From an optimization exercise on the open Yosys and OpenROAD flow, aimed at small area; shortcuts taken in it are not production practice.
In this exercise RTL edits were held to simulation tests only and were not proved equivalent to the original.
Power and IR drop assume default switching activity.

==> run A: inputs <==
==> flow/design.v <==
module debounce(
    input  rst, clk, tick,
    input  btn,
    output reg key
    );
reg b0, b1;
reg [4:0] cnt;
wire c29 = (cnt == 5'b11000);
always @(posedge clk or posedge rst)
    if (rst) begin
        b0 <= 0; b1 <= 0; cnt <= 0; key <= 0;
    end else if (tick) begin
        b0 <= btn; b1 <= b0;
        if (b0 ^ b1) cnt <= 0;
        else if (~c29) cnt <= {cnt[3:0], ~(cnt[4] ^ cnt[2])};
        if (c29) key <= b1;
    end
endmodule
module uart_tx(
    input  rst, clk,
    input  tick_g, tick_f, tick_r,
    input  start,
    input  [15:0] sw,
    output reg txsd
    );
reg st0;
localparam [3:0] S0 = 4'b0000, S4 = 4'b1110, S5 = 4'b1101, S6 = 4'b1011,
                 S7 = 4'b0110, S8 = 4'b1100, S9 = 4'b1001,
                 S1 = 4'b0001, S2 = 4'b0011, S3 = 4'b0111,
                 TB_P = 4'b1000, TB_I = 4'b1111;
reg [3:0] tb;
reg [2:0] tby;
always @(posedge clk or posedge rst)
    if (rst) begin
        st0 <= 0; tb <= TB_I; tby <= 0;
    end else if (tick_r) begin
        st0 <= start;
        if (tb == TB_I) begin
            if (start & ~st0) tb <= TB_P;
        end else if (tb == TB_P) begin
            tb <= S0; tby <= 0;
        end else if (tb == S9) begin
            tb <= S0; tby <= tby + 1'b1;
        end else if ((tb == S5) & (tby == 3'd4))
            tb <= TB_I;
        else
            tb <= {tb[2:0], ~(tb[3] ^ tb[2])};
    end
reg [3:0] tnib;
wire [3:0] sw_nib = (tby == 3'd0) ? sw[15:12] : (tby == 3'd1) ? sw[11:8] :
                    (tby == 3'd2) ? sw[7:4] : sw[3:0];
always @(posedge clk)
    if (tick_g & (tb == S5)) tnib <= sw_nib;
wire       tlet = (tnib > 4'd9);
wire [3:0] tlo  = tlet ? (tnib - 4'd9) : tnib;
wire [7:0] tch  = {1'b0, tlet, ~tlet, ~tlet, tlo};
wire       tdat = (tby != 3'd0);    
reg tbit;
always @* begin
    case (tb)
    S6: tbit = 1'b0;
    S7: tbit = tch[0];
    S8: tbit = tch[1];
    S9: tbit = tch[2];
    S0: tbit = ~tdat | tch[3];
    S1: tbit = ~tdat | tch[4];
    S2: tbit = ~tdat | tch[5];
    S3: tbit = ~tdat | tch[6];
    S4: tbit = ~tdat | tch[7];
    default: tbit = 1'b1;
    endcase
end
always @(posedge clk or posedge rst)
    if (rst) txsd <= 1'b1;
    else if (tick_f) txsd <= tbit;
endmodule
module uart_rx(
    input  rst, clk,
    input  rxck, rxsd,
    output [15:0] rpd
    );
reg rxc0, rxc1;
reg [3:0] rb;       
reg [3:0] rc;
reg [3:0] lo;        
reg h0, h1;          
reg rxv; reg [3:0] rxn;    
wire rrise = rxc0 & ~rxc1;
wire rfall = rxc1 & ~rxc0;
wire rc_z  = (rc == 4'd0) | (rc == 4'd12);
wire rc_hi = (rc == 4'd10) | (rc == 4'd11);
wire rnpd  = rxc1 ? ((rc == 4'd3) | (rc == 4'd4)) : ((rc == 4'd4) | (rc == 4'd5));
wire pd_dig = h1 &  h0 & (lo < 4'd10);
wire pd_let = h1 & ~h0 & (lo > 4'd0) & (lo < 4'd7);
always @(posedge clk or posedge rst)
    if (rst) begin
        rxc0 <= 0; rxc1 <= 0;
        rb <= 4'd10; rc <= 4'd11;
    end else begin
        rxc0 <= rxck; rxc1 <= rxc0;
        if (rrise) begin
            if ((rb >= 4'd9) & ~rxsd) rb <= 0;
            else if (rb != 4'd10) rb <= rb + 1'b1;
        end
        if (rfall) begin
            if ((rb == 4'd9) & rxsd) rc <= rc_hi ? 4'd12 : 4'd0;
            else if (rc_z) rc <= 4'd1;
            else if (rc != 4'd11) rc <= rc + 1'b1;
        end
    end
always @(posedge clk) begin
    if (rrise & (rb < 4'd4))
        lo <= {rxsd, lo[3:1]};
    if (rrise & (rb == 4'd4)) begin
        h0 <= rxsd; h1 <= 1'b1;
    end
    if (rrise & (rb == 4'd5)) h1 <= h1 & (rxsd == h0);
    if (rrise & (rb == 4'd6)) h1 <= h1 & (rxsd != h0);
    if (rrise & (rb == 4'd7)) h1 <= h1 & ~rxsd;
    if (rrise & rc_z)
        rxn <= pd_let ? (lo + 4'd9) : lo;
    if (rrise & rc_z)
        rxv <= pd_dig | pd_let;
    else if (rrise & rc_hi)
        rxv <= 1'b0;
end
reg rn0, rn1, upd;
reg [2:0] rby;
reg v0, v1, v2;
reg [3:0] n0, n1, n2;
reg [3:0] nb0, nb1, nb2, nb3;
wire rnr = rn0 & ~rn1;
always @(posedge clk or posedge rst)
    if (rst) begin
        rn0 <= 0; rn1 <= 0; upd <= 0;
        rby <= 3'd7; v0 <= 0; v1 <= 0; v2 <= 0;
        nb0 <= 0; nb1 <= 0; nb2 <= 0; nb3 <= 0;
    end else begin
        rn0 <= rnpd; rn1 <= rn0;
        if (rrise & (rc == 4'd12)) rby <= 0;
        else if (rn1 & ~rn0) rby <= rby + 1'b1;
        if (rnr) begin
            if (rby == 3'd0) v0 <= rxv;
            if (rby == 3'd1) v1 <= rxv;
            if (rby == 3'd2) v2 <= rxv;
        end
        upd <= rnr & (rby == 3'd3);
        if (upd) begin
            if (v0) nb0 <= n0;
            if (v1) nb1 <= n1;
            if (v2) nb2 <= n2;
            if (rxv) nb3 <= rxn;
        end
    end
always @(posedge clk)
    if (rnr) begin
        if (rby == 3'd0) n0 <= rxn;
        if (rby == 3'd1) n1 <= rxn;
        if (rby == 3'd2) n2 <= rxn;
    end
assign rpd = {nb0, nb1, nb2, nb3};
endmodule
module uart_codec
    (    input 	btnl,  
    input 	clk,   
    input 	btnr,  
    input 	btnd,  
    input 	[15:0] sw,
    input	rxsd,rxck,
    output  reg txck,
    output  txsd,
    output	[6:0] seg,
    output  dp,
    output	[3:0] an,
    output 	reg [15:0] led
    );
wire rst = btnl;
reg [5:0] cnt;
wire c49 = (cnt == 6'b100000);
wire tick_g = (cnt == 6'b000000) & ~txck;    
wire tick_f = (cnt == 6'b000001) & ~txck;    
wire tick_r = (cnt == 6'b000001) &  txck;    
wire tick_l = (cnt == 6'b000111) & ~txck;    
always @(posedge clk or posedge rst)
    if (rst) begin
        cnt <= 0; txck <= 0;
    end else begin
        cnt <= {cnt[4:0], ~(cnt[5] ^ cnt[4]) ^ (cnt == 6'b110001)};
        if (c49) txck <= ~txck;
    end
wire start, key;
debounce u_debounce0 (.rst(rst), .clk(clk), .tick(tick_f), .btn(btnr), .key(start));
debounce u_debounce1 (.rst(rst), .clk(clk), .tick(tick_f), .btn(btnd), .key(key));
reg kp, lsel;
always @(posedge clk or posedge rst)
    if (rst) begin
        kp <= 0; lsel <= 0;
    end else if (tick_l) begin
        kp <= key;
        if (key & ~kp) lsel <= ~lsel;
    end
assign seg = 7'b1111111;
assign dp  = 1'b0;
assign an  = {lsel, ~lsel, ~lsel, lsel};
uart_tx u_uart_tx (.rst(rst), .clk(clk), .tick_g(tick_g), .tick_f(tick_f), .tick_r(tick_r),
                   .start(start), .sw(sw), .txsd(txsd));
wire [15:0] rpd;
uart_rx u_uart_rx (.rst(rst), .clk(clk), .rxck(rxck), .rxsd(rxsd), .rpd(rpd));
always @(posedge clk or posedge rst)
    if (rst) led <= 0;
    else if (lsel) led <= rpd;
    else led <= sw;
endmodule
==> flow/flow/run.sh <==
#!/bin/bash
# The standard layout (standard.sh), with three changes:
#  - synthesis maps combinational logic for area (no adder cells, an
#    area-oriented ABC script)
#    (flow/my_synth.tcl; otherwise the standard synthesis script),
#  - every port is buffered with the smallest buffer, sky130_fd_sc_hd__buf_1,
#  - clock tree synthesis inserts no dummy balancing loads.
# Output of the whole run goes to standard_flow.log; each tool's own log is
# under orfs/logs/.
set -euo pipefail
bash standard.sh finish \
  "SYNTH_SCRIPT=$PWD/flow/my_synth.tcl" \
  "BUFFER_PORTS_ARGS=-buffer_cell sky130_fd_sc_hd__buf_1" \
  "CTS_ARGS=-sink_clustering_enable -repair_clock_nets -dont_use_dummy_load -buf_list sky130_fd_sc_hd__clkbuf_8" \
  > standard_flow.log 2>&1
==> flow/flow/my_synth.tcl <==
# synth_recipe.tcl (the standard synthesis) with area-oriented changes to the
# combinational mapping only; flip-flop mapping, names and flattening are as in
# the standard synthesis:
#  - adders are left to ABC instead of being mapped to half/full adder cells
#    (no ADDER_MAP_FILE, no Kogge-Stone carry map),
#  - ABC maps with an area-oriented script (deepsyn AIG optimisation with a
#    fixed no-improvement limit, so the result is deterministic, then amap).
proc synth {args} { yosys synth -nofsm -noshare {*}$args }
proc abc {args} {
  set out {}
  set skip 0
  foreach a $args {
    if {$skip} { set skip 0; continue }
    if {$a in {-script -D -constr}} { set skip 1; continue }
    lappend out $a
  }
  yosys abc -script "+strash;&get,-n;&deepsyn,-J,500;&put;dch,-f;amap,-F,4,-A,10;strash;dc2;dch,-f;amap,-F,4,-A,10" {*}$out
}
set ::env(ADDER_MAP_FILE) ""
set ::env(SYNTH_OPERATIONS_ARGS) "-noshare"
source $::env(SCRIPTS_DIR)/synth.tcl
# left out here: clear keep_hierarchy, flatten, clean up, hide names made inside functions, write 1_2_yosys.v
==> flow/standard.sh <==
#!/bin/bash
# synth_recipe.tcl (not shown) runs the flow's synth.tcl, then flattens the netlist and writes it again
# the make line also repeats each setting of config.mk as NAME=value (left out here)
make -C /OpenROAD-flow-scripts/flow DESIGN_CONFIG=/design/flow/config.mk WORK_HOME=/design/flow/orfs CLKGATE_MAP_FILE= SYNTH_SCRIPT=/design/flow/synth_recipe.tcl "${@:-finish}"
==> flow/config.mk <==
export PLATFORM = sky130hd
export DESIGN_NAME = uart_codec
export DESIGN_NICKNAME = uart_codec
export VERILOG_FILES = /design/flow/design.v
export SDC_FILE = /design/flow/constraint.sdc
export NUM_CORES = 4
export LEC_CHECK = 0
export CAP_MARGIN = 20
export CORE_MARGIN = 2
export CORE_UTILIZATION = 60
export PLACE_DENSITY = 0.7
export SLEW_MARGIN = 20
==> flow/constraint.sdc <==
create_clock -name core_clock -period 10.0 [get_ports {clk}]
set_input_delay 2.0000 -clock core_clock [delete_from_list [all_inputs] [get_ports {clk}]]
set_output_delay 2.0000 -clock core_clock [all_outputs]
set_load 0.01 [all_outputs]
==> run F: changes against run A <==
--- a/flow/design.v
+++ b/flow/design.v
@@ -91,2 +91,3 @@
 wire rc_hi = (rc == 4'd10) | (rc == 4'd11);
+wire rxen  = rxc1 ? ~rc_hi : ~((rc == 4'd11) | (rc == 4'd12));
 wire rnpd  = rxc1 ? ((rc == 4'd3) | (rc == 4'd4)) : ((rc == 4'd4) | (rc == 4'd5));
@@ -126,3 +127,3 @@
 end
-reg rn0, rn1, upd;
+reg rx0, rx1, rn0, rn1, upd;
 reg [2:0] rby;
@@ -134,3 +135,3 @@
     if (rst) begin
-        rn0 <= 0; rn1 <= 0; upd <= 0;
+        rx0 <= 0; rx1 <= 0; rn0 <= 0; rn1 <= 0; upd <= 0;
         rby <= 3'd7; v0 <= 0; v1 <= 0; v2 <= 0;
@@ -138,5 +139,6 @@
     end else begin
-        rn0 <= rnpd; rn1 <= rn0;
-        if (rrise & (rc == 4'd12)) rby <= 0;
+        rx0 <= rxen; rx1 <= rx0; rn0 <= rnpd; rn1 <= rn0;
+        if (rx0 & ~rx1) rby <= 0;
         else if (rn1 & ~rn0) rby <= rby + 1'b1;
+        else if (~rxen) rby <= 3'd7;
         if (rnr) begin
--- a/flow/flow/run.sh
+++ b/flow/flow/run.sh
@@ -13,3 +13,3 @@
   "BUFFER_PORTS_ARGS=-buffer_cell sky130_fd_sc_hd__buf_1" \
-  "CTS_ARGS=-sink_clustering_enable -repair_clock_nets -dont_use_dummy_load -buf_list sky130_fd_sc_hd__clkbuf_8" \
+  "CTS_ARGS=-sink_clustering_enable -repair_clock_nets -dont_use_dummy_load -buf_list {sky130_fd_sc_hd__clkbuf_4 sky130_fd_sc_hd__clkbuf_8}" \
   > standard_flow.log 2>&1
--- a/flow/flow/my_synth.tcl
+++ b/flow/flow/my_synth.tcl
@@ -5,4 +5,3 @@
 #    (no ADDER_MAP_FILE, no Kogge-Stone carry map),
-#  - ABC maps with an area-oriented script (deepsyn AIG optimisation with a
-#    fixed no-improvement limit, so the result is deterministic, then amap).
+#  - ABC maps with an area-oriented script.
 proc synth {args} { yosys synth -nofsm -noshare {*}$args }
@@ -16,3 +15,3 @@
   }
-  yosys abc -script "+strash;&get,-n;&deepsyn,-J,500;&put;dch,-f;amap,-F,4,-A,10;strash;dc2;dch,-f;amap,-F,4,-A,10" {*}$out
+  yosys abc -script "+strash;dc2;dch,-f;amap;strash;dc2;dch,-f;amap" {*}$out
 }
==> run R: changes against run A <==
--- a/flow/design.v
+++ b/flow/design.v
@@ -91,2 +91,3 @@
 wire rc_hi = (rc == 4'd10) | (rc == 4'd11);
+wire rxen  = rxc1 ? ~rc_hi : ~((rc == 4'd11) | (rc == 4'd12));
 wire rnpd  = rxc1 ? ((rc == 4'd3) | (rc == 4'd4)) : ((rc == 4'd4) | (rc == 4'd5));
@@ -126,3 +127,3 @@
 end
-reg rn0, rn1, upd;
+reg rx0, rx1, rn0, rn1, upd;
 reg [2:0] rby;
@@ -134,3 +135,3 @@
     if (rst) begin
-        rn0 <= 0; rn1 <= 0; upd <= 0;
+        rx0 <= 0; rx1 <= 0; rn0 <= 0; rn1 <= 0; upd <= 0;
         rby <= 3'd7; v0 <= 0; v1 <= 0; v2 <= 0;
@@ -138,5 +139,6 @@
     end else begin
-        rn0 <= rnpd; rn1 <= rn0;
-        if (rrise & (rc == 4'd12)) rby <= 0;
+        rx0 <= rxen; rx1 <= rx0; rn0 <= rnpd; rn1 <= rn0;
+        if (rx0 & ~rx1) rby <= 0;
         else if (rn1 & ~rn0) rby <= rby + 1'b1;
+        else if (~rxen) rby <= 3'd7;
         if (rnr) begin
--- a/flow/flow/run.sh
+++ b/flow/flow/run.sh
@@ -13,3 +13,3 @@
   "BUFFER_PORTS_ARGS=-buffer_cell sky130_fd_sc_hd__buf_1" \
-  "CTS_ARGS=-sink_clustering_enable -repair_clock_nets -dont_use_dummy_load -buf_list sky130_fd_sc_hd__clkbuf_8" \
+  "CTS_ARGS=-sink_clustering_enable -repair_clock_nets -dont_use_dummy_load -buf_list sky130_fd_sc_hd__clkbuf_4 -sink_buffer_max_cap_derate 0.3" \
   > standard_flow.log 2>&1
--- a/flow/flow/my_synth.tcl
+++ b/flow/flow/my_synth.tcl
@@ -5,4 +5,3 @@
 #    (no ADDER_MAP_FILE, no Kogge-Stone carry map),
-#  - ABC maps with an area-oriented script (deepsyn AIG optimisation with a
-#    fixed no-improvement limit, so the result is deterministic, then amap).
+#  - ABC maps with an area-oriented script.
 proc synth {args} { yosys synth -nofsm -noshare {*}$args }
@@ -16,3 +15,3 @@
   }
-  yosys abc -script "+strash;&get,-n;&deepsyn,-J,500;&put;dch,-f;amap,-F,4,-A,10;strash;dc2;dch,-f;amap,-F,4,-A,10" {*}$out
+  yosys abc -script "+strash;dc2;dch,-f;amap;strash;dc2;dch,-f;amap" {*}$out
 }
==> comparison <==
- Between run A and run R, the lower cell area is in run A (gap 4.5%, measured against run R).
- Between run R and run F, the lower first-iteration DRC count is in run F (gap 4.9%, measured against run F).
- In run F the clock power is higher than in run A, by 41%.
- The lowest worst setup slack belongs to run R, the highest to run A.
- Area after synthesis is the same in run F and run R.
- Between run A and run R, the lower sequential cell count is in run A (gap 2).
- In run R the power is lower than in run F, by about 8%.
==> figures <==
metric                                                     run A     run F     run R
Number of well taps                                           99       102       102
Non-clock buffers, area share                              3.51%     3.28%     3.35%
Clock buf count                                                9        17        17
Clock distribution power                                0.207 mW  0.292 mW  0.209 mW
H-tree depth                                                   3         4         4
Sequential cell fraction of total power                    62.6%     56.9%     61.6%
Met2 track demand over resource                            32.1%     33.0%     32.6%
Number of buffers inserted during clock tree synthesis         9        17        17
Comb pwr share                                             16.3%     16.3%     17.7%
Y dimension of the die                                   91.2 um   93.3 um   93.3 um
Fraction of power consumed by the clock network            21.1%     26.8%     20.7%
Final Skew                                               27.1 ps   20.1 ps   32.4 ps
Setup slack of the worst register-to-register path       7500 ps   7320 ps   7310 ps
Outcome                                 timing/DRC/antenna clean  timing/DRC/antenna clean  timing/DRC/antenna clean
Cell variety after synth                                      37        39        39

what the ideal ports hide:
No port has a modelled driver above. Below, the same layouts with a new extraction and two added sets of constraints. Step 1 sets driving cells, clkbuf_16 on the clock port and buf_2 on the other inputs (assumed; they add their load-dependent delay and slew). Step 2 times the ports against the registers' clock, not the clock port: input delays grow and output delays shrink by t, the midpoint of the rising clock arrivals with the driver on. Three values: ideal, step 1, step 2; two values: the first two.
run	t (ns)	setup slack, ns	worst register clock-pin slew, ns	pins driven straight from the clock port
run A	0.374	6.146 / 6.117 / 6.491	0.10 / 0.10	1
run F	0.428	6.073 / 6.043 / 5.897	0.07 / 0.07	1
run R	0.488	6.005 / 5.977 / 5.873	0.10 / 0.10	1
After both steps every run listed still meets setup and hold. For run F, which loses most, drivers alone change the setup slack by -0.030 ns; drivers and shift together by -0.176 ns.
